Background: an optimization exercise with open tools, aiming at small area, a short achievable clock period and few clock cycles per item. Do not read the settings as production practice.
Where RTL was checked, it was by simulation tests only, not by an equivalence proof against the original.

==> inputs of exp/sierra <==
## SHA256_controller
module SHA256_controller (
	input CLOCK_50,
	input calculate,
	input [95:0] data,
	input [255:0] midstate,
	input [255:0] target,
	output [31:0] good_nonce,
	output reg done
);
==> module SHA256_controller, before the edit <==
module SHA256_controller (
	input CLOCK_50,
	input calculate,
	input [95:0] data,
	input [255:0] midstate,
	input [255:0] target,
	output [31:0] good_nonce,
	output reg done
);
	localparam [1:0] RELOAD = 2'd0, H1 = 2'd1, H2 = 2'd2, FOUND = 2'd3;
	logic [1:0] st;
	logic [6:0] rnd, rnd_n;
	logic [31:0] nonce;    
	logic slow;            
	logic e_lt, e_eq, a_lt, a_eq;
	logic edec, elt, adec, alt;
	logic dec;             
	logic acted;           
	logic r_lt, r_eq;
	logic [1:0] cr, ca;
	logic ld, ld0, ph2, lpre2, oph2, park_d, park_w;
	logic [3:0] ffe_w, ffa_w, esel_n, asel_n, k;
	logic [1:0] wsel;
	always_comb begin
		rnd_n = rnd + 7'd1;
		case (st)
			RELOAD: if (rnd == 7'd61) rnd_n = 7'd0;
			H1: if (rnd == 7'd65) rnd_n = 7'd0;
			H2: if (!slow && rnd == 7'd61) rnd_n = 7'd0;
			    else if (slow && rnd == 7'd67) rnd_n = 7'd46;
			default: ;
		endcase
	end
	logic [1:0] st_nn;
	always_comb begin
		st_nn = st;
		case (st)
			RELOAD: if (rnd == 7'd61) st_nn = H1;
			H1: if (rnd == 7'd65) st_nn = H2;
			H2: if (!slow && rnd == 7'd61) st_nn = H1;
			    else if (slow && rnd == 7'd67) st_nn = RELOAD;
			default: ;
		endcase
	end
	logic ld_d, ld0_d, ph2_d, lpre2_d, oph2_d, park_d_d, park_w_d;
	logic [3:0] ffe_w_d, ffa_w_d, esel_d, asel_d, k_d;
	logic [1:0] wsel_d;
	logic [6:0] r, r60, r61, r62;
	assign r = rnd_n;
	assign r60 = r - 7'd60;
	assign r61 = r - 7'd61;
	assign r62 = r - 7'd62;
	always_comb begin
		ld_d = 1'b0; ld0_d = 1'b0; ph2_d = 1'b0; lpre2_d = 1'b0; oph2_d = 1'b0;
		park_d_d = 1'b0; park_w_d = 1'b0;
		ffe_w_d = 4'd0; ffa_w_d = 4'd0;
		esel_d = 4'd0; asel_d = 4'd0;
		wsel_d = 2'd0; k_d = r[3:0];
		if (r >= 7'd60 && r <= 7'd63) esel_d[r60[1:0]] = 1'b1;
		if (r >= 7'd61 && r <= 7'd64) asel_d[r61[1:0]] = 1'b1;
		case (st_nn)
			RELOAD: begin
				wsel_d = 2'd1;
				k_d = r[3:0] - 4'd14;
				if (r == 7'd61) ld_d = 1'b1;
			end
			H1: begin
				if (r == 7'd0) ld0_d = 1'b1;
				if (r >= 7'd58) begin
					wsel_d = 2'd2;
					k_d = r[3:0] - 4'd2;
				end
				if (r >= 7'd61 && r <= 7'd64) ffe_w_d[r61[1:0]] = 1'b1;
				if (r >= 7'd62 && r <= 7'd65) ffa_w_d[r62[1:0]] = 1'b1;
				if (r == 7'd65) begin
					ld_d = 1'b1;
					ph2_d = 1'b1;
					lpre2_d = 1'b1;
				end
			end
			H2: begin
				oph2_d = 1'b1;
				ph2_d = 1'b1;
				if (r == 7'd0) ld0_d = 1'b1;
				if (!slow) begin
					if (r >= 7'd46) begin
						wsel_d = 2'd1;
						k_d = r[3:0] - 4'd14;
					end
					if (r == 7'd61) begin
						park_d_d = 1'b1;
						ld_d = 1'b1;
						ph2_d = 1'b0;
					end
				end else if (r >= 7'd61)
					park_w_d = 1'b1;
			end
			default: ;
		endcase
	end
	always_ff @(posedge CLOCK_50) begin
		ld <= ld_d; ld0 <= ld0_d; ph2 <= ph2_d; lpre2 <= lpre2_d; oph2 <= oph2_d;
		park_d <= park_d_d; park_w <= park_w_d;
		ffe_w <= ffe_w_d; ffa_w <= ffa_w_d;
		esel_n <= esel_d; asel_n <= asel_d;
		wsel <= wsel_d; k <= k_d;
	end
	SHA256_core core (
		.clk(CLOCK_50),
		.ld(ld), .ld0(ld0), .ph2(ph2), .lpre2(lpre2),
		.ffe_w(ffe_w), .ffa_w(ffa_w), .esel(esel_n), .asel(asel_n), .oph2(oph2),
		.park_d(park_d), .park_w(park_w), .cmp_d(dec), .cr(cr), .ca(ca),
		.wsel(wsel), .k(k), .rnd(rnd[5:0]),
		.midstate(midstate), .data(data),
		.n(st == RELOAD ? nonce : nonce + 32'd1),
		.target(target),
		.e_lt(e_lt), .e_eq(e_eq), .a_lt(a_lt), .a_eq(a_eq)
	);
	always_ff @(posedge CLOCK_50) begin
		dec <= st == H2 && !slow && rnd == 7'd61;
		cr <= (st == H2 && !slow && rnd == 7'd61) ? 2'd0 : rnd_n[1:0] - 2'd2;   
		ca <= rnd_n[1:0] + 2'd1;                                               
		acted <= dec;
		r_lt <= e_lt;
		r_eq <= e_eq;
		if (rnd == 7'd62 || (!edec && rnd <= 7'd65)) begin
			edec <= !e_eq;
			elt <= e_lt;
		end
		if (rnd == 7'd63 || (!adec && rnd <= 7'd66)) begin
			adec <= !a_eq;
			alt <= a_lt;
		end
	end
	always_ff @(posedge CLOCK_50 or posedge calculate)
		if (calculate) begin
			st <= RELOAD;
			rnd <= 7'd45;    
			slow <= 1'b0;
			nonce <= 32'h913914e3;
			done <= 1'b0;
		end else begin
			rnd <= rnd_n;
			case (st)
				RELOAD: if (rnd == 7'd61) st <= H1;
				H1: begin
					if (acted) begin
						if (!r_eq) begin
							if (r_lt) begin
								st <= FOUND;
								done <= 1'b1;
							end else
								nonce <= nonce + 32'd1;
						end else begin
							st <= RELOAD;
							slow <= 1'b1;
						end
					end
					if (rnd == 7'd65) st <= H2;
				end
				H2: begin
					if (!slow && rnd == 7'd61) st <= H1;
					if (slow && rnd == 7'd67) begin
						if (edec ? elt : alt) begin
							st <= FOUND;
							done <= 1'b1;
						end else begin
							st <= RELOAD;
							slow <= 1'b0;
							nonce <= nonce + 32'd1;
						end
					end
				end
				default: ;
			endcase
		end
	assign good_nonce = nonce;
endmodule
clock: 10.0 ns
lec_check: 0
cap_margin: 20
core_margin: 2
core_utilization: 40
setup_slack_margin: 5.0
slew_margin: 20
standard.sh (not shown) runs the stock make flow with config.mk's settings and CLKGATE_MAP_FILE= SYNTH_SCRIPT=/design/flow/synth_recipe.tcl, a recipe that flattens the netlist after the stock synthesis.
==> flow/flow/run.sh <==
#!/bin/bash
# The standard layout (the standard.sh: standard synthesis, floorplan, place,
# CTS, route, finish), with the port buffers made from buf_1 cells instead of
# the default choice, and timing repair aiming at 6.5 ns of setup slack.  make's full output goes to make.log in this folder;
# ORFS keeps each step's own log under orfs/logs.
set -euo pipefail
bash standard.sh BUFFER_PORTS_ARGS="-buffer_cell sky130_fd_sc_hd__buf_1" SETUP_SLACK_MARGIN=6.5 finish > make.log 2>&1
==> inputs of exp/willow, as changes to exp/sierra <==
--- a/flow/design.v
+++ b/flow/design.v
@@ -262,6 +262,10 @@
 	logic [1:0] cr, ca;
 	logic ld, ld0, ph2, lpre2, oph2, park_d, park_w;
-	logic [3:0] ffe_w, ffa_w, esel_n, asel_n, k;
+	logic [3:0] ffe_w, ffa_w, esel, esel_n, asel_n, k;
 	logic [1:0] wsel;
+	logic [6:0] r60, r61, r62;
+	assign r60 = rnd - 7'd60;
+	assign r61 = rnd - 7'd61;
+	assign r62 = rnd - 7'd62;
 	always_comb begin
 		rnd_n = rnd + 7'd1;
@@ -274,78 +278,53 @@
 		endcase
 	end
-	logic [1:0] st_nn;
 	always_comb begin
-		st_nn = st;
+		ld = 1'b0; ld0 = 1'b0; ph2 = 1'b0; lpre2 = 1'b0; oph2 = 1'b0;
+		park_d = 1'b0; park_w = 1'b0;
+		ffe_w = 4'd0; ffa_w = 4'd0;
+		esel = 4'd0; esel_n = 4'd0; asel_n = 4'd0;
+		wsel = 2'd0; k = rnd[3:0];
+		if (rnd >= 7'd61 && rnd <= 7'd64) esel[r61[1:0]] = 1'b1;
+		if (rnd >= 7'd60 && rnd <= 7'd63) esel_n[r60[1:0]] = 1'b1;
+		if (rnd >= 7'd61 && rnd <= 7'd64) asel_n[r61[1:0]] = 1'b1;
 		case (st)
-			RELOAD: if (rnd == 7'd61) st_nn = H1;
-			H1: if (rnd == 7'd65) st_nn = H2;
-			H2: if (!slow && rnd == 7'd61) st_nn = H1;
-			    else if (slow && rnd == 7'd67) st_nn = RELOAD;
-			default: ;
-		endcase
-	end
-	logic ld_d, ld0_d, ph2_d, lpre2_d, oph2_d, park_d_d, park_w_d;
-	logic [3:0] ffe_w_d, ffa_w_d, esel_d, asel_d, k_d;
-	logic [1:0] wsel_d;
-	logic [6:0] r, r60, r61, r62;
-	assign r = rnd_n;
-	assign r60 = r - 7'd60;
-	assign r61 = r - 7'd61;
-	assign r62 = r - 7'd62;
-	always_comb begin
-		ld_d = 1'b0; ld0_d = 1'b0; ph2_d = 1'b0; lpre2_d = 1'b0; oph2_d = 1'b0;
-		park_d_d = 1'b0; park_w_d = 1'b0;
-		ffe_w_d = 4'd0; ffa_w_d = 4'd0;
-		esel_d = 4'd0; asel_d = 4'd0;
-		wsel_d = 2'd0; k_d = r[3:0];
-		if (r >= 7'd60 && r <= 7'd63) esel_d[r60[1:0]] = 1'b1;
-		if (r >= 7'd61 && r <= 7'd64) asel_d[r61[1:0]] = 1'b1;
-		case (st_nn)
 			RELOAD: begin
-				wsel_d = 2'd1;
-				k_d = r[3:0] - 4'd14;
-				if (r == 7'd61) ld_d = 1'b1;
+				wsel = 2'd1;
+				k = rnd[3:0] - 4'd14;
+				if (rnd == 7'd61) ld = 1'b1;
 			end
 			H1: begin
-				if (r == 7'd0) ld0_d = 1'b1;
-				if (r >= 7'd58) begin
-					wsel_d = 2'd2;
-					k_d = r[3:0] - 4'd2;
+				if (rnd == 7'd0) ld0 = 1'b1;
+				if (rnd >= 7'd58) begin
+					wsel = 2'd2;
+					k = rnd[3:0] - 4'd2;
 				end
-				if (r >= 7'd61 && r <= 7'd64) ffe_w_d[r61[1:0]] = 1'b1;
-				if (r >= 7'd62 && r <= 7'd65) ffa_w_d[r62[1:0]] = 1'b1;
-				if (r == 7'd65) begin
-					ld_d = 1'b1;
-					ph2_d = 1'b1;
-					lpre2_d = 1'b1;
+				if (rnd >= 7'd61 && rnd <= 7'd64) ffe_w = esel;
+				if (rnd >= 7'd62 && rnd <= 7'd65) ffa_w[r62[1:0]] = 1'b1;
+				if (rnd == 7'd65) begin
+					ld = 1'b1;
+					ph2 = 1'b1;
+					lpre2 = 1'b1;
 				end
 			end
 			H2: begin
-				oph2_d = 1'b1;
-				ph2_d = 1'b1;
-				if (r == 7'd0) ld0_d = 1'b1;
+				oph2 = 1'b1;
+				ph2 = 1'b1;
+				if (rnd == 7'd0) ld0 = 1'b1;
 				if (!slow) begin
-					if (r >= 7'd46) begin
-						wsel_d = 2'd1;
-						k_d = r[3:0] - 4'd14;
+					if (rnd >= 7'd46) begin
+						wsel = 2'd1;
+						k = rnd[3:0] - 4'd14;
 					end
-					if (r == 7'd61) begin
-						park_d_d = 1'b1;
-						ld_d = 1'b1;
-						ph2_d = 1'b0;
+					if (rnd == 7'd61) begin
+						park_d = 1'b1;
+						ld = 1'b1;
+						ph2 = 1'b0;
 					end
-				end else if (r >= 7'd61)
-					park_w_d = 1'b1;
+				end else if (rnd >= 7'd61)
+					park_w = 1'b1;
 			end
 			default: ;
 		endcase
 	end
-	always_ff @(posedge CLOCK_50) begin
-		ld <= ld_d; ld0 <= ld0_d; ph2 <= ph2_d; lpre2 <= lpre2_d; oph2 <= oph2_d;
-		park_d <= park_d_d; park_w <= park_w_d;
-		ffe_w <= ffe_w_d; ffa_w <= ffa_w_d;
-		esel_n <= esel_d; asel_n <= asel_d;
-		wsel <= wsel_d; k <= k_d;
-	end
 	SHA256_core core (
 		.clk(CLOCK_50),
@@ -378,5 +357,5 @@
 		if (calculate) begin
 			st <= RELOAD;
-			rnd <= 7'd45;    
+			rnd <= 7'd46;
 			slow <= 1'b0;
 			nonce <= 32'h913914e3;
==> flow/flow/run.sh (replaced) <==
#!/bin/bash
# The standard layout (the standard.sh: standard synthesis, floorplan, place,
# CTS, route, finish), with the port buffers made from buf_1 cells instead of
# the default choice, and timing repair aiming at 6.2 ns of setup slack.  make's full output goes to make.log in this folder;
# ORFS keeps each step's own log under orfs/logs.
set -euo pipefail
bash standard.sh BUFFER_PORTS_ARGS="-buffer_cell sky130_fd_sc_hd__buf_1" SETUP_SLACK_MARGIN=6.2 finish > make.log 2>&1
ABC_AREA = 1   (was not set)
TNS_END_PERCENT = 5   (was not set)
==> summary of the runs <==
- Between exp/sierra and exp/willow, the lower sequential share of layout area is in exp/sierra (gap 0.70 points).
- In exp/willow the critical path depth is lower than in exp/sierra, by 5.
- Wire length: exp/willow is higher than exp/sierra (20%).
- Of exp/sierra and exp/willow, exp/willow has the higher register-to-register slack (gap 0.18 ns).
Testbench counts of exp/willow, summed over its fixed seeds: cycles 1,043,776, nonces 8,126.
For exp/sierra, only the layout was checked, not whether the RTL still works.

-- afterwards: timing with drivers on the ports --
No port has a modelled driver above. Below, the same layouts with a new extraction and two added sets of constraints. Step 1, drivers: a clkbuf_16 drives CLOCK_50 and a buf_2 each remaining input, both assumed. Step 2 times the ports against the registers' clock, not the clock port: input delays grow and output delays shrink by t, the midpoint of the rising clock arrivals with the driver on. a / b / c = ideal / step 1 / step 2; a / b = the first two.
run | t (ns) | setup slack, ns | worst setup path after step 2
exp/sierra | 0.789 | 5.738 / 5.738 / 5.595 | input to register
exp/willow | 0.807 | 5.914 / 5.914 / 5.480 | input to register
After both steps setup and hold are still met in every run listed. For exp/willow, which loses most, drivers alone change the setup slack by 0.000 ns; drivers and shift together by -0.434 ns.
